Background: an optimization exercise with open tools, aiming at small area. Do not read the settings as production practice. In this exercise RTL edits were held to simulation tests only and were not proved equivalent to the original. Power and IR drop assume default switching activity.

==> flow/design.v (outline; a module is shown in full before it is edited, if it fits) <==
// module tv80_alu: 282 lines
// module tv80_mcode: 2184 lines
// module tv80_reg: 47 lines
// module tv80_core: 1341 lines
// module tv80s: 120 lines
module tv80s ( 
  m1_n, mreq_n, iorq_n, rd_n, wr_n, rfsh_n, halt_n, busak_n, A, dout, 
  reset_n, clk, wait_n, int_n, nmi_n, busrq_n, di
  );
  // ...
==> flow/flow/run.sh <==
#!/bin/bash
# Layout flow: the standard ORFS flow (standard.sh) with an area-oriented synthesis:
#  - ABC maps the combinational logic with flow/abc_area.script instead of ORFS's
#    delay-oriented script (no buffering or upsizing at synthesis),
#  - adders use a ripple-carry $lcu (flow/lcu_ripple.v) instead of Kogge-Stone,
#    and are left to ABC rather than mapped to full/half-adder cells.
# After synthesis: the standard flow's own steps, except port buffers of the smallest buffer cell,
# and clock-tree options from flow/cts_args (smaller clock buffers, no dummy loads).
# Flip-flop mapping and register names are the standard flow's own.
set -euo pipefail
W=$PWD
ABC_SCRIPT=$W/flow/abc_area.script

# ORFS synth.tcl with only the abc call's script replaced
sed 's#log_cmd abc {\*}$abc_args#log_cmd abc -script '"$ABC_SCRIPT"' {*}[lrange $abc_args 2 end]#' \
  "$FLOW_HOME/scripts/synth.tcl" > "$W/synth_area.tcl"
grep -q "abc -script $ABC_SCRIPT" "$W/synth_area.tcl"

# synth_recipe.tcl, sourcing the patched synth.tcl
sed 's#^source \$::env(SCRIPTS_DIR)/synth.tcl$#source '"$W"'/synth_area.tcl#' \
  "$W/synth_recipe.tcl" > "$W/synth_recipe_area.tcl"
grep -q "synth_area.tcl" "$W/synth_recipe_area.tcl"

# standard.sh, using the patched synthesis script and no adder-cell mapping
sed -e 's#SYNTH_SCRIPT=[^ ]*#SYNTH_SCRIPT='"$W"'/synth_recipe_area.tcl#' \
    -e 's#CLKGATE_MAP_FILE= #CLKGATE_MAP_FILE= ADDER_MAP_FILE= #' \
  "$W/standard.sh" > "$W/standard_area.sh"
grep -q "synth_recipe_area.tcl" "$W/standard_area.sh"
grep -q "ADDER_MAP_FILE= " "$W/standard_area.sh"

export SYNTH_OPERATIONS_ARGS="-extra-map $W/flow/lcu_ripple.v"
# input and output port buffers: the smallest buffer cell
export BUFFER_PORTS_ARGS="-buffer_cell sky130_fd_sc_hd__buf_1"
if [[ -f $W/flow/cts_args ]]; then
  export CTS_ARGS="$(cat $W/flow/cts_args)"
fi

bash "$W/standard_area.sh" ${ORFS_TARGETS:-finish} > "$W/flow_make.log" 2>&1
==> flow/flow/abc_area.script <==
&get -n
&st
&deepsyn -T 60 -I 4
&dch -f
&nf -a -F 8 -A 4 -R 1000
&put
==> flow/flow/cts_args <==
-sink_clustering_enable -repair_clock_nets -buf_list "sky130_fd_sc_hd__clkbuf_8" -sink_clustering_size 12 -sink_clustering_max_diameter 80 -dont_use_dummy_load
==> flow/flow/lcu_ripple.v <==
(* techmap_celltype = "$lcu" *)
module _80_lcu_ripple (P, G, CI, CO);
	parameter WIDTH = 2;

	(* force_downto *)
	input [WIDTH-1:0] P, G;
	input CI;

	(* force_downto *)
	output [WIDTH-1:0] CO;

	integer i;
	(* force_downto *)
	reg [WIDTH-1:0] g;

	wire [1023:0] _TECHMAP_DO_ = "proc; opt -fast";

	always @* begin
		g = G;
		g[0] = g[0] | (P[0] & CI);
		for (i = 1; i < WIDTH; i = i + 1)
			g[i] = g[i] | P[i] & g[i - 1];
	end

	assign CO = g;
endmodule
==> flow/standard.sh <==
#!/bin/bash
# synth_recipe.tcl (not shown) runs the flow's synth.tcl, then flattens the netlist and writes it again
# the make line also repeats each setting of config.mk as NAME=value (left out here)
make -C /OpenROAD-flow-scripts/flow DESIGN_CONFIG=/design/flow/config.mk WORK_HOME=/design/flow/orfs CLKGATE_MAP_FILE= SYNTH_SCRIPT=/design/flow/synth_recipe.tcl "${@:-finish}"
==> flow/config.mk <==
export PLATFORM = sky130hd
export DESIGN_NAME = tv80s
export DESIGN_NICKNAME = tv80s
export VERILOG_FILES = /design/flow/design.v
export SDC_FILE = /design/flow/constraint.sdc
export NUM_CORES = 4
export LEC_CHECK = 0
export CAP_MARGIN = 20
export CORE_MARGIN = 2
export CORE_UTILIZATION = 40
export GPL_TIMING_DRIVEN = 0
export SLEW_MARGIN = 10
==> flow/constraint.sdc <==
create_clock -name core_clock -period 14.0 [get_ports {clk}]
set_input_delay 2.8000 -clock core_clock [delete_from_list [all_inputs] [get_ports {clk}]]
set_output_delay 2.8000 -clock core_clock [all_outputs]
set_load 0.01 [all_outputs]
==> run_results.csv, run 1 <==
group,metric,value,unit
job,cap_violations,0,
place,portBuffers,45,
logic_synthesis,synthTopCellsByCount,"nand2_1, nor2_1, edfxtp_1",
route,ant_nets,0,
critical_path,cp_common_cell,"nand2_1",
logic_synthesis,synthSimpleGateAreaFrac,23.85,%
die,die_y,244.1,um
pwr,clock_power,0.625,mW
critical_path,path_buf_inv,2,
timing,drv_slew,0,
grt,grt_pass1_vias,24720,
grt,antenna_found_initial,5,
pwr,p_per_area,175.2,nW/um2
logic_synthesis,synth_top_area_share,28.40,%
place,place_area,25210,um2
die,start_util,40.65,%
clocking,ctsHtreeMaxLevel,2,
logic_synthesis,synth-seq-cells,359,
grt,gr-total-overflow,0,
finish,layout-drive-gt1-share,6.378,%
timing,final_hold_viol_count,0,
pwr,switching_share,49.72,%
route,met3_wirelength,18.20,mm
logic_synthesis,synth_top_family_by_area,"compound AO/OA/AOI/OAI gates",
die,nWellTaps,756,
timing,clock_skew,0.1303,ns
timing,max_slew.worst_pin.slew,1.483,ns
worst_hold_path,whs_endpoint,"i_tv80_core.A[1]$_SDFFE_PN0P_",
critical_path,worstSetupPathType,"flop to flop",
logic_synthesis,ys_seq_area_share,40.64,%
pwr,p_clk_share,13.8,%
clocking,cts_tree,"built",
clocking,cts_inserted_buffers,38,
logic_synthesis,synth-xor-area-share,3.723,%
logic_synthesis,synth_fp_nets,2690,
pwr,power.total,4.518,mW
finish,sh_seq_area,36.36,%
grt,grt_max_degree,56,
run_status,run_status,"complete, no violations",
route,vias_per_cell,7.434,
die,rows,87,
timing,setup-violations-final,0,
finish,final_common_cell,"nand2_1",
route,first_pass_iters,10,
clocking,cts_root_buf,"clkbuf_8",
==> inputs of run 2 (changes only) <==
--- a/flow/config.mk
+++ b/flow/config.mk
@@ -9,4 +9,4 @@
 export CORE_MARGIN = 2
 export CORE_UTILIZATION = 40
 export GPL_TIMING_DRIVEN = 0
-export SLEW_MARGIN = 10
+export SLEW_MARGIN = 0
==> run 2 against run 1 <==
Fmax increased by 1.9%. Via count decreased by 0.16%. Clock skew decreased by 0.019 ns. Synthesized cell count unchanged. Clock power decreased by 2%. Critical path depth unchanged. Worst hold slack improved by 0.00064 ns. Wire length decreased by 0.42%. Largest power group unchanged. Register-to-register slack improved by 0.24 ns. Flip-flop and latch count unchanged. Sequential share of layout area increased by 0.14 points.
==> run_results.csv, run 2 <==
group,metric,value,unit
clocking,clk_pin_slew,0.07,ns
clocking,clock_path_buffers,3,
route,first_pass_iters,13,
logic_synthesis,synth_compound_gate_area_share,30.17,%
logic_synthesis,synthMostInstantiatedCell,"nand2_1",
critical_path,cp_common_cell,"nand2_1",
place,dpl.hpwl,93.33,mm
critical_path,cp_slowest_cell,"nor3b_1",
critical_path,reg2reg_depth,48,
die,rows,87,
finish,multiInputGateArea,13730,um2
finish,nets,2843,
logic_synthesis,synthTopCellsByCount,"nand2_1, nor2_1, edfxtp_1",
critical_path,rr_startpoint,"i_tv80_core.IR[0]$_SDFFE_PN0P_",
pwr,p_per_area,175.4,nW/um2
logic_synthesis,yosys.area_share.adder,0.3908,%
clocking,ctsHtreeMaxLevel,2,
clocking,clock_latency,0.68,ns
finish,syn2layout_area_growth,11.40,%
die,boundaryPins,46,
logic_synthesis,synth_edf_count,218,
place,globalplace.congestion,1.045,
logic_synthesis,synth_fp_nets,2690,
timing,setup_tns,0,ns
run_status,run_status,"complete, no violations",
pwr,ir_worst_vdd,117.6,uV
die,coreArea,56710,um2
logic_synthesis,synth-seq-cells,359,
clocking,cts_tree,"built",
critical_path,slowest_delay,1.19,ns
route,wire_per_inst,35.03,um
timing,rsz0062_at_grt,"false",
grt,antenna_found_initial,4,
worst_hold_path,hold_start,"i_tv80_core.A[1]$_SDFFE_PN0P_",
route,drt-initial-drc-count,4950,
finish,layout-drive-gt1-share,5.801,%
place,portBuffers,45,
logic_synthesis,synth_top_area_cell,"edfxtp_1",
logic_synthesis,synthMuxAreaShare,0.4939,%
logic_synthesis,synth.cell_area,23050,um2
clocking,cts_hold_buf,0,
die,die_y,244.1,um
grt,grt_pass1_vias,24840,
finish,regArea,9375,um2
critical_path,end_kind,"flop",
logic_synthesis,synth_top_area_share,28.40,%
timing,fin_crit,12.90,ns
logic_synthesis,synth.area.top_cells,"edfxtp_1, dfxtp_1, nand2_1",
critical_path,worstPathArrival,13.24,ns
logic_synthesis,synthSimpleGateAreaFrac,23.85,%
timing,drv_slew,0,
clocking,cts_inserted_buffers,38,
route,vias_per_cell,7.445,
finish,top_regs,"i_tv80_core.i_reg.RegsH: 64 flops, i_tv80_core.i_reg.RegsL: 64 flops",
job,cap_violations,0,
timing,setup-violations-final,0,
logic_synthesis,synth_area_per_cell,8.615,um2
timing,fin_crit_sh,92.12,%
grt,grt_use_total,40.93,%
pwr,p_leak,8.381,nW
finish,final_cell_mix,"nand2_1, nor2_1, edfxtp_1, o21ai_0, a21oi_1",
critical_path,worstSetupPathType,"flop to flop",
logic_synthesis,ys_types,65,
finish,final_common_cell,"nand2_1",
finish,final_area,25680,um2
grt,grt_max_degree,41,
worst_hold_path,hold_depth,2,
timing,clock_skew,0.1111,ns
route,vias,26680,
finish,nFillCells,5691,
critical_path,startpoint,"i_tv80_core.IR[0]$_SDFFE_PN0P_",
place,place_area,25120,um2
logic_synthesis,yosys_warnings,5,
die,die-area,59570,um2
grt,grt_pass1_wl,178.4,mm
timing,fmax,77.54,MHz
route,drt_wl_total,125.5,mm
critical_path,critPathMaxFanout,18,
logic_synthesis,synth_cells,2676,
die,die_x,244.1,um
critical_path,start_kind,"flop",
logic_synthesis,ys_seq_area_share,40.64,%
timing,final_hold_viol_count,0,
logic_synthesis,synth-xor-area-share,3.723,%
logic_synthesis,synth_top_family_by_area,"compound AO/OA/AOI/OAI gates",
route,drc_errors,0,
clocking,cts_resized,0,
worst_hold_path,hold_path.class,"flop to flop",
die,start_util,40.65,%
grt,gr-total-overflow,0,
clocking,clock_sinks,359,
route,ant_nets,0,
timing,max_slew.worst_pin.slew,1.347,ns
clocking,cts_root_buf,"clkbuf_8",
timing,slew_headroom,10.01,%
logic_synthesis,synth_flop_cell,"edfxtp_1",
logic_synthesis,ys_async_sr_fraction,0,%
critical_path,cp.required,14.34,ns
place,place_ws,1.763,ns
clocking,post_cts_buffers,0,
timing,setup_ws,1.104,ns
run 2: cell count changes in the layout (fill, tap and decap cells not counted), sizes merged:
cell / delta
buf: -14
clkdlybuf4s18: +1
clkbuf: +2
run 2: kinds of logic after synthesis:
| family | Yosys count |
|---|---|
| xor gates and xnor gates | 98 |
| adders and majority gates | 9 |
| and+or+nand+nor | 1174 |
| muxes | 11 |
| buffers and inverters | 45 |
| DFF | 359 |
| AOI/OAI and AO/OA | 980 |
run 2: routing by layer:
metal	global-route usage [%]	up-vias	share of wire, %
met3	12.66	442	14
met2	60.71	2191	42
met4	17.32	4	5.3
met5	0	-	0.022
met1	55.00	12980	39
li1	-	11070	-
run 2: worst paths after layout:
path	end	slack (ns)
max	i_tv80_core.IncDecZ$_DFFE_PP_	1.10
max reg2reg	i_tv80_core.IncDecZ$_DFFE_PP_	1.10
min	i_tv80_core.A[1]$_SDFFE_PN0P_	0.45
min reg2reg	i_tv80_core.A[1]$_SDFFE_PN0P_	0.45
run 2: final cells by class:
cell class | count | area share, %
tap | 756 | 3.683
timing repair buffer | 113 | 3.620
antenna | 1 | 0.009744
clock buffer | 38 | 2.037
inverter | 45 | 0.6675
multi-input combinational | 2272 | 53.48
sequential | 359 | 36.51
run 2: report_power, final:
| part | leakage (nW) | switching (mW) | internal (mW) |
|---|---|---|---|
| logic | 4.90 | 1.62 | 0.756 |
| clock network | 0.273 | 0.372 | 0.242 |
| registers | 3.21 | 0.245 | 1.27 |
run 2: through the flow:
| step | total power [mW] | hold WS (ns) | cells | utilization [%] |
|---|---|---|---|---|
| 2_1_floorplan | 2.773 | 0.4442 | 2676 | - |
| 4_1_cts | 4.371 | 0.4509 | 3577 | 45.21 |
| 5_1_grt | 4.647 | 0.4746 | 3584 | 45.28 |
| 6_report | 4.505 | 0.4460 | 3584 | 45.28 |
| 3_3_place_gp | 3.635 | 0.4320 | 3477 | 42.61 |
| 3_5_place_dp | 3.768 | 0.4394 | 3539 | 44.28 |
run 2: critical path, delay by kind of cell (launching register included):
family	cells	cell delay, ns
xor+xnor	3	0.49
fa+ha+maj	2	0.81
compound gates	16	2.37
simple gates	25	7.65
buf+inv	2	0.33
flops	1	0.91
==> inputs of run 3 (changes only) <==
==> flow/flow/cts_args (replaced) <==
-sink_clustering_enable -repair_clock_nets -buf_list "sky130_fd_sc_hd__clkbuf_4" -sink_clustering_size 8 -sink_clustering_max_diameter 60 -dont_use_dummy_load
--- a/flow/config.mk
+++ b/flow/config.mk
@@ -9,4 +9,4 @@
 export CORE_MARGIN = 2
 export CORE_UTILIZATION = 40
 export GPL_TIMING_DRIVEN = 0
-export SLEW_MARGIN = 0
+export SLEW_MARGIN = 10
==> run 3 against run 2 <==
Wire length rose by 0.61%. Critical path depth is the same. Via count rose by 0.93%. Flip-flop and latch count unchanged. Die area stayed put. Non-clock buffer count increased by 11. Cell count rose by 0.73%. Clock power is about 10% lower. Register-to-register slack worse by 0.24 ns. Design area hardly changed. Clock-buffer cell count increased by 15. Critical path type unchanged. Highest routed layer unchanged.
==> run_results.csv, run 3 <==
group,metric,value,unit
pwr,p_clk_share,12.4,%
logic_synthesis,synthSimpleGateAreaFrac,23.85,%
grt,grt_use_total,41.13,%
clocking,cts_hold_buf,0,
pwr,p_leak,8.415,nW
die,die-area,59570,um2
clocking,clock_path_buffers,3,
clocking,post_cts_buffers,0,
critical_path,end_kind,"flop",
finish,final_cell_mix,"nand2_1, nor2_1, edfxtp_1, o21ai_0, a21oi_1",
critical_path,cp.required,14.54,ns
timing,slew_headroom,6.460,%
logic_synthesis,synth_cells,2676,
job,cap_violations,0,
logic_synthesis,synth_compound_gate_area_share,30.17,%
timing,setup_tns,0,ns
route,ant_nets,0,
pwr,comb_power_share,53.6,%
grt,gr-usage-met1,54.07,%
finish,fin_util,45.25,%
critical_path,worstPathArrival,13.67,ns
timing,fmax,76.15,MHz
die,coreArea,56710,um2
critical_path,cp_slowest_cell,"nor3b_1",
die,start_util,40.65,%
logic_synthesis,synthTopCellsByCount,"nand2_1, nor2_1, edfxtp_1",
grt,met2_usage,60.27,%
logic_synthesis,synth_flop_cell,"edfxtp_1",
grt,grt_pass1_vias,24900,
pwr,ir_worst_vdd,107.6,uV
pwr,switching_share,50.52,%
logic_synthesis,synth_area_per_cell,8.615,um2
clocking,clock_sinks,359,
critical_path,start_kind,"flop",
finish,top_regs,"i_tv80_core.i_reg.RegsH: 64 flops, i_tv80_core.i_reg.RegsL: 64 flops",
logic_synthesis,synth_top_family_by_area,"compound AO/OA/AOI/OAI gates",
critical_path,cp_common_cell,"nand2_1",
finish,syn2layout_area_growth,11.31,%
grt,met3_usage,14.09,%
grt,grt.busiest_layer,"met2",
grt,antenna_found_initial,5,
pwr,p_int,2.201,mW
grt,gr-total-overflow,0,
timing,fin_crit_sh,93.80,%
die,die_x,244.1,um
die,boundaryPins,46,
finish,final_common_cell,"nand2_1",
logic_synthesis,ys_types,65,
logic_synthesis,synth-xor-area-share,3.723,%
die,rows,87,
route,drt_wl_total,126.3,mm
place,dpl.hpwl,93.74,mm
run_status,run_status,"complete, no violations",
clocking,clock_latency,0.89,ns
route,first_pass_iters,12,
timing,fin_crit,13.13,ns
logic_synthesis,synth_edf_count,218,
logic_synthesis,yosys.area_share.adder,0.3908,%
critical_path,worstSetupPathType,"flop to flop",
route,drt-initial-drc-count,5145,
logic_synthesis,synth.cell_area,23050,um2
route,drc_errors,0,
clocking,cts_resized,0,
logic_synthesis,synth_top_area_cell,"edfxtp_1",
die,die_y,244.1,um
route,wire_per_inst,34.99,um
timing,final_hold_viol_count,0,
place,globalplace.congestion,1.045,
logic_synthesis,ys_seq_area_share,40.64,%
clocking,clk_pin_slew,0.09,ns
logic_synthesis,synth_top_area_share,28.40,%
finish,nets,2869,
timing,max_slew.worst_pin.slew,1.400,ns
logic_synthesis,synth-seq-cells,359,
clocking,ctsHtreeMaxLevel,2,
place,portBuffers,45,
timing,clock_skew,0.1555,ns
pwr,p_per_area,173.4,nW/um2
grt,grt_pass1_wl,179.0,mm
clocking,cts_tree,"built",
critical_path,slowest_delay,1.24,ns
logic_synthesis,synthMuxAreaShare,0.4939,%
timing,setup-violations-final,0,
logic_synthesis,synth.area.top_cells,"edfxtp_1, dfxtp_1, nand2_1",
grt,grt_max_degree,56,
timing,drv_slew,0,
clocking,cts_root_buf,"clkbuf_4",
critical_path,critPathMaxFanout,18,
route,vias_per_cell,7.460,
logic_synthesis,synthMostInstantiatedCell,"nand2_1",
clocking,cts_inserted_buffers,53,
logic_synthesis,ys_async_sr_fraction,0,%
timing,rsz0062_at_grt,"false",
worst_hold_path,hold_path.class,"flop to flop",
pwr,pwr-share-seq,34.0,%
route,vias,26930,
finish,layout-drive-gt1-share,6.870,%
pwr,p_sw,2.247,mW
logic_synthesis,yosys_warnings,5,
logic_synthesis,synth_fp_nets,2690,
-- run 3: layout make-up --
| type | count | area, um2 |
|---|---|---|
| multi-input combinational | 2272 | 13760 |
| fill | 5613 | 31050 |
| antenna | 1 | 2.502 |
| tap | 756 | 945.9 |
| sequential | 359 | 9378 |
| clock buffer | 53 | 397.9 |
| inverter | 45 | 171.4 |
| timing repair buffer | 124 | 1001 |
-- run 3: layer usage --
metal,up-vias,part of all wire (%)
met5,-,0.022
met4,4,6.0
met3,508,14
met2,2321,41
met1,12960,38
li1,11140,-
-- run 3: power by group through the flow --
stage	Combinational [mW]	Sequential, mW	Clock (mW)
floorplan	1.35	1.42	0
global placement	2.11	1.53	0
detailed placement	2.25	1.52	0
CTS	2.26	1.50	0.554
global route	2.48	1.51	0.595
finish	2.38	1.51	0.551
-- run 3: cell families (layout without fill, tap and decap cells) --
kind of cell,Yosys count,in the layout
DFF,359,359
muxes,11,11
AOI/OAI and AO/OA,980,980
buffers and inverters,45,222
adders and majority gates,9,9
and+or+nand+nor,1174,1174
xor gates and xnor gates,98,98
other,0,1
-- run 3: worst max-delay path, delay by kind of cell (launching register included) --
family | cells | cell delay, ns
xor gates and xnor gates | 3 | 0.49
AOI/OAI and AO/OA | 16 | 2.41
DFF | 1 | 0.97
adders and majority gates | 2 | 0.81
buffers and inverters | 2 | 0.33
and+or+nand+nor | 25 | 7.80
-- run 3: stage by stage --
stage	hold WS, ns	total power [mW]	setup slack [ns]	instance area [um2]	std cells
after global routing	0.4748	4.585	0.6197	25660	3610
after detailed placement	0.4374	3.768	1.738	25210	3548
after floorplan	0.4442	2.773	4.911	23050	2676
final	0.4475	4.448	0.8676	25660	3610
after global placement	0.4320	3.635	0.2785	24170	3477
after CTS	0.4507	4.308	1.701	25610	3601
-- run 3: worst paths after layout --
path                                       start                            end  slack [ns]  cells after the start
setup / recovery  i_tv80_core.IR[0]$_SDFFE_PN0P_  i_tv80_core.IncDecZ$_DFFE_PP_        0.87                     48
hold / removal     i_tv80_core.A[1]$_SDFFE_PN0P_  i_tv80_core.A[1]$_SDFFE_PN0P_        0.45                      2
setup reg to reg  i_tv80_core.IR[0]$_SDFFE_PN0P_  i_tv80_core.IncDecZ$_DFFE_PP_        0.87                     48
hold reg to reg    i_tv80_core.A[1]$_SDFFE_PN0P_  i_tv80_core.A[1]$_SDFFE_PN0P_        0.45                      2
==> inputs of run 4 (changes only) <==
--- a/flow/config.mk
+++ b/flow/config.mk
@@ -9,4 +9,4 @@
 export CORE_MARGIN = 2
 export CORE_UTILIZATION = 40
 export GPL_TIMING_DRIVEN = 0
-export SLEW_MARGIN = 10
+export SLEW_MARGIN = 0
==> run 4 against run 3 <==
Utilization decreased by 0.15 points. Synthesized area unchanged. Critical path depth is the same. Global-route usage decreased by 0.086 points. Clock skew grew 0.010 ns. First-iteration DRC count decreased by 5.2%. Design area shrank 0.34%. Highest routed layer is now met4. Combinational power about the same. Power down 0.22%. Die area unchanged. Clock power decreased by 1%. Sequential power barely moved.
==> run_results.csv, run 4 <==
group,metric,value,unit
finish,final_common_cell,"nand2_1",
die,die-area,59570,um2
logic_synthesis,ys_async_sr_fraction,0,%
logic_synthesis,synth-seq-cells,359,
clocking,clock_path_buffers,3,
finish,final_cell_mix,"nand2_1, nor2_1, edfxtp_1, o21ai_0, a21oi_1",
clocking,ctsHtreeMaxLevel,2,
timing,fin_crit_sh,92.15,%
critical_path,worstSetupPathType,"flop to flop",
logic_synthesis,synth_area_per_cell,8.615,um2
logic_synthesis,yosys_warnings,5,
logic_synthesis,synthTopCellsByCount,"nand2_1, nor2_1, edfxtp_1",
job,cap_violations,0,
logic_synthesis,ys_seq_area_share,40.64,%
place,globalplace.congestion,1.045,
critical_path,cp_common_cell,"nand2_1",
timing,slew_headroom,12.64,%
critical_path,end_kind,"flop",
critical_path,critPathMaxFanout,18,
timing,rsz0062_at_grt,"false",
grt,grt_pass1_wl,178.9,mm
route,vias_per_cell,7.419,
clocking,cts_root_buf,"clkbuf_4",
clocking,clock_latency,0.86,ns
die,die_y,244.1,um
finish,nFillCells,5743,
critical_path,cp_slowest_cell,"nor3b_1",
grt,gr-total-overflow,0,
timing,clock_skew,0.1656,ns
place,portBuffers,45,
place,place_inst,3539,
run_status,run_status,"complete, no violations",
route,vias,26730,
route,drt-initial-drc-count,4879,
grt,grt_pass1_vias,24920,
clocking,post_cts_buffers,0,
clocking,clock_sinks,359,
finish,nets,2859,
worst_hold_path,hold_start,"i_tv80_core.A[1]$_SDFFE_PN0P_",
finish,layout-drive-gt1-share,6.331,%
clocking,cts_tree,"built",
critical_path,rrSetupSlack,1.10,ns
clocking,cts_inserted_buffers,53,
critical_path,reg2reg_depth,48,
place,dpl.hpwl,93.33,mm
worst_hold_path,hold_path.class,"flop to flop",
die,boundaryPins,46,
critical_path,slowest_delay,1.17,ns
timing,drv_slew,0,
clocking,cts_resized,0,
critical_path,start_kind,"flop",
logic_synthesis,synth_cells,2676,
critical_path,worstPathArrival,13.43,ns
logic_synthesis,synth.area.top_cells,"edfxtp_1, dfxtp_1, nand2_1",
pwr,p_leak,8.358,nW
route,first_pass_iters,11,
worst_hold_path,whs_endpoint,"i_tv80_core.A[1]$_SDFFE_PN0P_",
timing,fmax,77.51,MHz
logic_synthesis,synth_top_area_share,28.40,%
die,start_util,40.65,%
worst_hold_path,hold_depth,2,
grt,grt_max_degree,41,
pwr,p_per_area,173.6,nW/um2
finish,syn2layout_area_growth,10.94,%
die,rows,87,
timing,fin_crit,12.90,ns
route,ant_nets,0,
logic_synthesis,ys_types,65,
timing,max_slew.worst_pin.slew,1.308,ns
logic_synthesis,synthMostInstantiatedCell,"nand2_1",
critical_path,r2r_end,"i_tv80_core.IncDecZ$_DFFE_PP_",
die,coreArea,56710,um2
finish,final_cells,3603,
grt,antenna_found_initial,4,
pwr,power.total,4.439,mW
logic_synthesis,synth.cell_area,23050,um2
timing,setup_tns,0,ns
route,wire_per_inst,35.01,um
critical_path,rr_startpoint,"i_tv80_core.IR[0]$_SDFFE_PN0P_",
clocking,clk_pin_slew,0.10,ns
finish,top_regs,"i_tv80_core.i_reg.RegsH: 64 flops, i_tv80_core.i_reg.RegsL: 64 flops",
route,drt_wl_total,126.1,mm
die,die_x,244.1,um
logic_synthesis,synth_flop_cell,"edfxtp_1",
logic_synthesis,synth_top_area_cell,"edfxtp_1",
clocking,cts_hold_buf,0,
logic_synthesis,synth_fp_nets,2690,
timing,final_hold_viol_count,0,
logic_synthesis,synth_edf_count,218,
pwr,ir_worst_vdd,117.3,uV
critical_path,cp.required,14.53,ns
grt,grt_use_total,41.05,%
route,drc_errors,0,
timing,setup-violations-final,0,
## run 4: cell types whose count changed in the layout (fill, tap and decap cells not counted), sizes merged
cell           change
diode              +3
buf               -14
clkbuf             +3
clkdlybuf4s18      +1
## run 4: final cells by class
class	instances	area, um2	area share, %
antenna	4	10.01	0.03914
clock buffer	53	397.9	1.556
inverter	45	171.4	0.6703
multi-input combinational	2272	13730	53.70
sequential	359	9375	36.66
tap	756	945.9	3.699
timing repair buffer	114	940.9	3.679
## run 4: metrics by stage
step / hold WS [ns] / area (um2) / util (%) / setup WS [ns]
finish: 0.4504 / 25570 / 45.09 / 1.098
floorplan: 0.4442 / 23050 / - / 4.911
detailed placement: 0.4394 / 25120 / 44.28 / 1.763
global placement: 0.4320 / 24170 / 42.61 / 0.2785
CTS: 0.4541 / 25510 / 44.99 / 1.712
global route: 0.4783 / 25570 / 45.08 / 0.7409
## run 4: worst max-delay path: cells and delay by family, from the launching register on
kind	cells	cell delay [ns]
xor gates and xnor gates	3	0.50
buffers and inverters	2	0.33
DFF	1	0.98
AOI/OAI and AO/OA	16	2.36
and+or+nand+nor	25	7.58
adders and majority gates	2	0.81
## run 4: cell families after synthesis
group,count (synthesis),share of synthesized area (%)
AO/OA/AOI/OAI,980,30.17
XOR/XNOR,98,3.723
adder cells (fa/ha/maj),9,0.3908
buffers and inverters,45,0.7327
flip-flops,359,40.64
multiplexers,11,0.4939
AND/OR/NAND/NOR,1174,23.85
## run 4: how the worst max path moves through the flow
stage	cells past startpoint	slack (ns)	startpoint	to
2_1_floorplan	48	4.91	i_tv80_core.IR[3]$_SDFFE_PN0P_	i_tv80_core.i_reg.RegsH[0][7]$_DFFE_PP_
3_3_place_gp	48	0.28	i_tv80_core.IR[3]$_SDFFE_PN0P_	i_tv80_core.IncDecZ$_DFFE_PP_
3_5_place_dp	48	1.76	i_tv80_core.IR[0]$_SDFFE_PN0P_	i_tv80_core.IncDecZ$_DFFE_PP_
4_1_cts	48	1.71	i_tv80_core.IR[0]$_SDFFE_PN0P_	i_tv80_core.IncDecZ$_DFFE_PP_
5_1_grt	48	0.74	i_tv80_core.IR[0]$_SDFFE_PN0P_	i_tv80_core.IncDecZ$_DFFE_PP_
6_report	48	1.10	i_tv80_core.IR[0]$_SDFFE_PN0P_	i_tv80_core.IncDecZ$_DFFE_PP_
## run 4: report_power, final
group          internal [mW]  switching (mW)  total (mW)  leakage, nW
Combinational          0.757            1.62        2.38         4.91
Sequential              1.27           0.246        1.52         3.21
Clock                  0.172           0.370       0.543        0.244
## run 4: layer usage
| layer | part of all wire, % | track usage, % |
|---|---|---|
| met1 | 39 | 54.67 |
| met2 | 41 | 60.85 |
| met3 | 14 | 13.27 |
| met4 | 5.8 | 17.77 |
| met5 | 0 | 0 |
==> inputs of run 5 (changes only) <==
--- a/flow/config.mk
+++ b/flow/config.mk
@@ -5,7 +5,7 @@
 export SDC_FILE = /design/flow/constraint.sdc
 export NUM_CORES = 4
 export LEC_CHECK = 0
-export CAP_MARGIN = 20
+export CAP_MARGIN = 10
 export CORE_MARGIN = 2
 export CORE_UTILIZATION = 40
 export GPL_TIMING_DRIVEN = 0
==> run 5 against run 4 <==
Utilization is 0.29 points lower. Cell count is 0.39% lower. Synthesized cell count stayed put. Die area stayed put. Worst hold slack worse by 0.0041 ns. Clock power is 2% higher. Global-route usage is 0.070 points lower. Critical endpoint unchanged.
==> run_results.csv, run 5 <==
group,metric,value,unit
critical_path,startpoint,"i_tv80_core.IR[0]$_SDFFE_PN0P_",
critical_path,critPathMaxFanout,18,
die,die-area,59570,um2
timing,max_slew.worst_pin.slew,1.403,ns
timing,clock_skew,0.1541,ns
finish,final_common_cell,"nand2_1",
route,met3_wirelength,18.25,mm
timing,slew_headroom,6.294,%
grt,antenna_found_initial,5,
route,dr_wl_met2,52.18,mm
clocking,cts_inserted_buffers,54,
timing,setup-violations-final,0,
place,place_inst,3527,
job,cap_violations,0,
pwr,p_per_area,174.5,nW/um2
route,ant_nets,0,
worst_hold_path,hold_path.class,"flop to flop",
pwr,ir_worst_vdd,118.4,uV
critical_path,r2r_end,"i_tv80_core.IncDecZ$_DFFE_PP_",
grt,grt_pass1_vias,24660,
logic_synthesis,synthMostInstantiatedCell,"nand2_1",
die,rows,87,
critical_path,worstSetupPathType,"flop to flop",
die,die_x,244.1,um
run_status,run_status,"complete, no violations",
clocking,post_cts_buffers,0,
pwr,p_leak,8.278,nW
logic_synthesis,synth-seq-cells,359,
die,die_y,244.1,um
logic_synthesis,ys_async_sr_fraction,0,%
timing,fin_crit_sh,93.21,%
critical_path,rrSetupSlack,0.95,ns
clocking,cts_tree,"built",
clocking,cts_resized,0,
grt,grt_pass1_wl,178.6,mm
critical_path,cp_slowest_cell,"nor3b_1",
finish,syn2layout_area_growth,10.23,%
critical_path,slowest_delay,1.24,ns
route,vias_per_cell,7.468,
critical_path,end_kind,"flop",
logic_synthesis,synthTopCellsByCount,"nand2_1, nor2_1, edfxtp_1",
route,wire_per_inst,35.14,um
critical_path,start_kind,"flop",
timing,rsz0062_at_grt,"false",
route,drt-initial-drc-count,5066,
logic_synthesis,synth.cell_area,23050,um2
timing,fin_crit,13.05,ns
clocking,cts_hold_buf,0,
route,drt_wl_total,126.1,mm
finish,top_regs,"i_tv80_core.i_reg.RegsH: 64 flops, i_tv80_core.i_reg.RegsL: 64 flops",
route,drc_errors,0,
finish,final_cell_mix,"nand2_1, nor2_1, edfxtp_1, o21ai_0, a21oi_1",
logic_synthesis,synth_flop_cell,"edfxtp_1",
logic_synthesis,synth_cells,2676,
critical_path,rr_startpoint,"i_tv80_core.IR[0]$_SDFFE_PN0P_",
grt,grt_max_degree,41,
logic_synthesis,ys_seq_area_share,40.64,%
critical_path,cp_common_cell,"nand2_1",
grt,gr-total-overflow,0,
timing,drv_slew,0,
critical_path,worstPathArrival,13.62,ns
logic_synthesis,synth_top_area_cell,"edfxtp_1",
die,boundaryPins,46,
die,start_util,40.65,%
place,globalplace.congestion,1.045,
critical_path,cp.required,14.57,ns
die,coreArea,56710,um2
logic_synthesis,synth.area.top_cells,"edfxtp_1, dfxtp_1, nand2_1",
place,portBuffers,45,
clocking,clock_latency,0.91,ns
clocking,clk_pin_slew,0.10,ns
route,drt-met1-wl,48.76,mm
clocking,clock_path_buffers,3,
logic_synthesis,synth_area_per_cell,8.615,um2
timing,setup_tns,0,ns
logic_synthesis,synth_fp_nets,2690,
logic_synthesis,ys_types,65,
route,first_pass_iters,14,
route,highest_layer,"met4",
finish,final_cells,3589,
timing,fmax,76.63,MHz
finish,layout-drive-gt1-share,5.903,%
logic_synthesis,synth_top_area_share,28.40,%
grt,grt_use_total,40.98,%
timing,whs,0.4463,ns
critical_path,reg2reg_depth,48,
clocking,clock_sinks,359,
place,dpl.hpwl,92.76,mm
critical_path,crit_end,"i_tv80_core.IncDecZ$_DFFE_PP_",
finish,nFillCells,5711,
logic_synthesis,synth_edf_count,218,
finish,fin_util,44.81,%
clocking,ctsHtreeMaxLevel,2,
timing,final_hold_viol_count,0,
finish,nets,2845,
clocking,cts_root_buf,"clkbuf_4",
route,vias,26800,
logic_synthesis,yosys_warnings,5,
run 5: cell counts after synthesis:
Identical to the previous run, type by type.
run 5: how the worst min path moves through the flow:
stage / endpoint / slack [ns] / cells past startpoint / start
after global routing: i_tv80_core.A[1]$_SDFFE_PN0P_ / 0.48 / 2 / i_tv80_core.A[1]$_SDFFE_PN0P_
after floorplan: i_tv80_core.TmpAddr[14]$_SDFFE_PN0P_ / 0.44 / 2 / i_tv80_core.TmpAddr[14]$_SDFFE_PN0P_
after detailed placement: i_tv80_core.A[1]$_SDFFE_PN0P_ / 0.44 / 2 / i_tv80_core.A[1]$_SDFFE_PN0P_
final: i_tv80_core.A[1]$_SDFFE_PN0P_ / 0.45 / 2 / i_tv80_core.A[1]$_SDFFE_PN0P_
after global placement: i_tv80_core.A[8]$_SDFFE_PN0P_ / 0.43 / 2 / i_tv80_core.A[8]$_SDFFE_PN0P_
after CTS: i_tv80_core.A[1]$_SDFFE_PN0P_ / 0.45 / 2 / i_tv80_core.A[1]$_SDFFE_PN0P_
run 5: per-stage QoR:
step	power [mW]	setup slack, ns	cell area, um2
6_report	4.433	0.9506	25410
5_1_grt	4.562	0.5820	25400
4_1_cts	4.295	1.691	25370
3_5_place_dp	3.753	1.700	24970
3_3_place_gp	3.635	0.2785	24170
2_1_floorplan	2.773	4.911	23050
run 5: cell families after synthesis:
kind of cell,Yosys count,share of synthesized area (%)
AOI/OAI and AO/OA,980,30.17
adders and majority gates,9,0.3908
DFF,359,40.64
xor gates and xnor gates,98,3.723
buffers and inverters,45,0.7327
muxes,11,0.4939
and+or+nand+nor,1174,23.85
run 5: critical path: cells and delay by family, from the launching register on:
kind	cells	cell delay (ns)
and+or+nand+nor	25	7.81
AOI/OAI and AO/OA	16	2.38
DFF	1	0.95
adders and majority gates	2	0.81
xor gates and xnor gates	3	0.49
buffers and inverters	2	0.32
run 5: cell type report:
class	instances	area, um2	area share, %
flip-flops and latches	359	9375	36.89
clock buffers	54	405.4	1.595
well taps	756	945.9	3.722
inverters	45	171.4	0.6745
multi-input cells	2272	13730	54.04
repair buffers	99	770.7	3.033
diodes	4	10.01	0.03939
run 5: metal layers:
metal	GRT usage, %	vias up
li1	-	11070
met1	54.79	12960
met2	60.78	2310
met3	13.09	461
met4	17.36	0
met5	0	-
run 5: power by group:
part | switching [mW] | internal, mW
clock network | 0.379 | 0.175
registers | 0.247 | 1.27
logic | 1.62 | 0.742
total | 2.24 | 2.19
==> inputs of run 6 (changes only) <==
--- a/flow/config.mk
+++ b/flow/config.mk
@@ -5,7 +5,7 @@
 export SDC_FILE = /design/flow/constraint.sdc
 export NUM_CORES = 4
 export LEC_CHECK = 0
-export CAP_MARGIN = 10
+export CAP_MARGIN = 0
 export CORE_MARGIN = 2
 export CORE_UTILIZATION = 40
 export GPL_TIMING_DRIVEN = 0
==> run 6 against run 5 <==
The layout now fails its checks (capacitance limit, slew limit). Sequential share of layout area up 0.10 points. Global-route usage about the same. Clock power down 2%. Cell count down 0.25%. Power down 0.49%. Clock-buffer cell count down 2. Fmax down 0.45%. Worst hold slack better by 0.0024 ns. Via count down 0.45%. Sequential power about the same. Synthesized area unchanged. Highest routed layer is now met5.
==> run_results.csv, run 6 <==
group,metric,value,unit
run_status,run_status,"finished with violations",
run_status,so_faults,"capacitance limit, slew limit",
logic_synthesis,synth_edf_count,218,
logic_synthesis,ys_seq_area_share,40.64,%
pwr,p_int,2.178,mW
pwr,p_clk_share,12.3,%
clocking,cts_inserted_buffers,52,
logic_synthesis,synth.cell_area,23050,um2
place,dpl.hpwl,92.71,mm
logic_synthesis,ys_types,65,
timing,whs,0.4487,ns
critical_path,reg2reg_depth,48,
die,die_x,244.1,um
finish,top_regs,"i_tv80_core.i_reg.RegsH: 64 flops, i_tv80_core.i_reg.RegsL: 64 flops",
critical_path,worstSetupPathType,"flop to flop",
critical_path,critPathMaxFanout,18,
logic_synthesis,synthTopCellsByCount,"nand2_1, nor2_1, edfxtp_1",
finish,final_cell_mix,"nand2_1, nor2_1, edfxtp_1, o21ai_0, a21oi_1",
die,boundaryPins,46,
pwr,ir_worst_vdd,117.1,uV
clocking,clk_pin_slew,0.09,ns
route,first_pass_iters,10,
critical_path,path_delay_family,"simple AND/OR/NAND/NOR gates",
place,globalplace.congestion,1.045,
clocking,clock_sinks,359,
timing,clock_skew,0.1437,ns
die,start_util,40.65,%
route,met3_wirelength,18.63,mm
logic_synthesis,synth.area.top_cells,"edfxtp_1, dfxtp_1, nand2_1",
place,portBuffers,45,
critical_path,slowest_delay,1.29,ns
critical_path,cp.required,14.55,ns
critical_path,rrSetupSlack,0.89,ns
timing,fin_crit_sh,93.63,%
timing,setup_ws,0.8916,ns
clocking,cts_hold_buf,0,
route,drt_wl_total,126.2,mm
grt,grt_use_total,40.99,%
clocking,post_cts_buffers,0,
logic_synthesis,synth_top_area_cell,"edfxtp_1",
grt,antenna_found_initial,7,
worst_hold_path,hold_depth,2,
pwr,pwr-share-seq,34.5,%
pwr,switching_share,50.63,%
critical_path,start_kind,"flop",
finish,final_area,25340,um2
grt,gr-total-overflow,0,
critical_path,cp_common_cell,"nand2_1",
clocking,cts_resized,0,
clocking,ctsHtreeMaxLevel,2,
timing,rsz0062_at_grt,"false",
logic_synthesis,synth_area_per_cell,8.615,um2
critical_path,worstPathArrival,13.66,ns
pwr,p_per_area,174.1,nW/um2
clocking,cts_root_buf,"clkbuf_4",
logic_synthesis,synth_top_area_share,28.40,%
route,vias,26680,
pwr,p_sw,2.234,mW
clocking,cts_tree,"built",
timing,slew_headroom,-0.2651,%
job,cap_violations,2,
pwr,p_leak,8.227,nW
die,die_y,244.1,um
place,place_area,24930,um2
finish,syn2layout_area_growth,9.932,%
route,vias_per_cell,7.453,
timing,fin_crit,13.11,ns
finish,final_common_cell,"nand2_1",
pwr,comb_power_share,53.2,%
clocking,clock_path_buffers,3,
worst_hold_path,hold_path.class,"flop to flop",
timing,setup-violations-final,0,
critical_path,path_buf_inv,2,
route,highest_layer,"met5",
timing,max_slew.worst_pin.slew,1.498,ns
finish,fin_util,44.69,%
timing,drv_slew,1,
die,coreArea,56710,um2
route,ant_nets,0,
timing,fmax,76.29,MHz
route,wire_per_inst,35.25,um
logic_synthesis,yosys_warnings,5,
logic_synthesis,synth_fp_nets,2690,
timing,final_hold_viol_count,0,
route,drt-met1-wl,48.39,mm
clocking,clock_latency,0.87,ns
die,rows,87,
finish,layout-drive-gt1-share,5.605,%
route,drt-initial-drc-count,4959,
place,place_ws,1.723,ns
grt,grt_pass1_vias,24980,
die,die-area,59570,um2
logic_synthesis,ys_async_sr_fraction,0,%
logic_synthesis,synth-seq-cells,359,
logic_synthesis,synthMostInstantiatedCell,"nand2_1",
route,dr_wl_met2,51.87,mm
route,drc_errors,0,
critical_path,end_kind,"flop",
grt,grt_max_degree,41,
logic_synthesis,synth_flop_cell,"edfxtp_1",
critical_path,cp_slowest_cell,"nor3b_1",
grt,grt_pass1_wl,178.9,mm
timing,setup_tns,0,ns
critical_path,cp_num_cells,48,
logic_synthesis,synth_cells,2676,
finish,nets,2835,
[run 6: cell counts after synthesis]
Identical to the previous run, type by type.
[run 6: worst paths after layout]
check | start | end
worst max-delay path | i_tv80_core.IR[0]$_SDFFE_PN0P_ | i_tv80_core.IncDecZ$_DFFE_PP_
worst min-delay path | i_tv80_core.A[1]$_SDFFE_PN0P_ | i_tv80_core.A[1]$_SDFFE_PN0P_
worst max register to register | i_tv80_core.IR[0]$_SDFFE_PN0P_ | i_tv80_core.IncDecZ$_DFFE_PP_
worst min register to register | i_tv80_core.A[1]$_SDFFE_PN0P_ | i_tv80_core.A[1]$_SDFFE_PN0P_
[run 6: per-layer routing]
layer  GRT usage, %  vias to the layer above
met1          54.39                    12870
met4          18.69                        2
met5              0                        -
li1               -                    11060
met3          13.73                      479
met2          60.20                     2265
[run 6: logic make-up (layout without fill, tap and decap cells)]
logic type | after synthesis | in the layout | share of synthesized area, %
AOI/OAI and AO/OA | 980 | 980 | 30.17
DFF | 359 | 359 | 40.64
and+or+nand+nor | 1174 | 1174 | 23.85
adders and majority gates | 9 | 9 | 0.3908
buffers and inverters | 45 | 188 | 0.7327
other | 0 | 5 | 0
xor gates and xnor gates | 98 | 98 | 3.723
muxes | 11 | 11 | 0.4939
[run 6: cell type report]
cell class	count	area (um2)
fill	5681	31370
multi-input combinational	2272	13740
sequential	359	9375
tap	756	945.9
timing repair buffer	91	708.2
clock buffer	52	390.4
inverter	45	171.4
antenna	5	12.51
[run 6: through the flow]
stage                     cells  total power, mW
after floorplan            2676            2.773
after global placement     3477            3.635
after detailed placement   3523            3.746
after CTS                  3575            4.278
final                      3580            4.411
after global routing       3577            4.551
[run 6: worst register-to-register path: cells and delay by family, from the launching register on]
family	cells	cell delay, ns
compound gates	16	2.37
xor+xnor	3	0.49
fa+ha+maj	2	0.81
buf+inv	2	0.33
flops	1	0.93
simple gates	25	7.94
[run 6: power by group through the flow]
stage | logic [mW] | registers, mW | clock network [mW]
global placement | 2.11 | 1.53 | 0
finish | 2.35 | 1.52 | 0.541
global route | 2.44 | 1.52 | 0.591
floorplan | 1.35 | 1.42 | 0
detailed placement | 2.22 | 1.53 | 0
CTS | 2.22 | 1.51 | 0.549

==> port drivers added, routing unchanged <==
The results above use ideal ports. As a check the final layouts listed here were re-extracted and re-timed, cells and wires unchanged.
Step 1 assumes that a clkbuf_16 drives the clock port and a buf_2 every other input.
Step 2 adds t to the input delays and takes it off the output delays; t is the mean of the earliest and latest rising clock arrival at the registers after step 1. Input paths then give back, and output paths get back, about the clock's delay inside the block.
Slacks: no drivers / after step 1 / after step 2; pairs: no drivers / after step 1.
run | t (ns) | setup WS [ns] | pins driven straight from the clock port
run 1 | 0.688 | 0.860 / 0.860 / 0.860 | 1
run 2 | 0.689 | 1.104 / 1.104 / 1.104 | 1
run 3 | 0.871 | 0.868 / 0.868 / 0.868 | 1
run 4 | 0.841 | 1.098 / 1.098 / 1.098 | 1
run 5 | 0.879 | 0.951 / 0.951 / 0.951 | 1
run 6 | 0.859 | 0.892 / 0.892 / 0.892 | 1
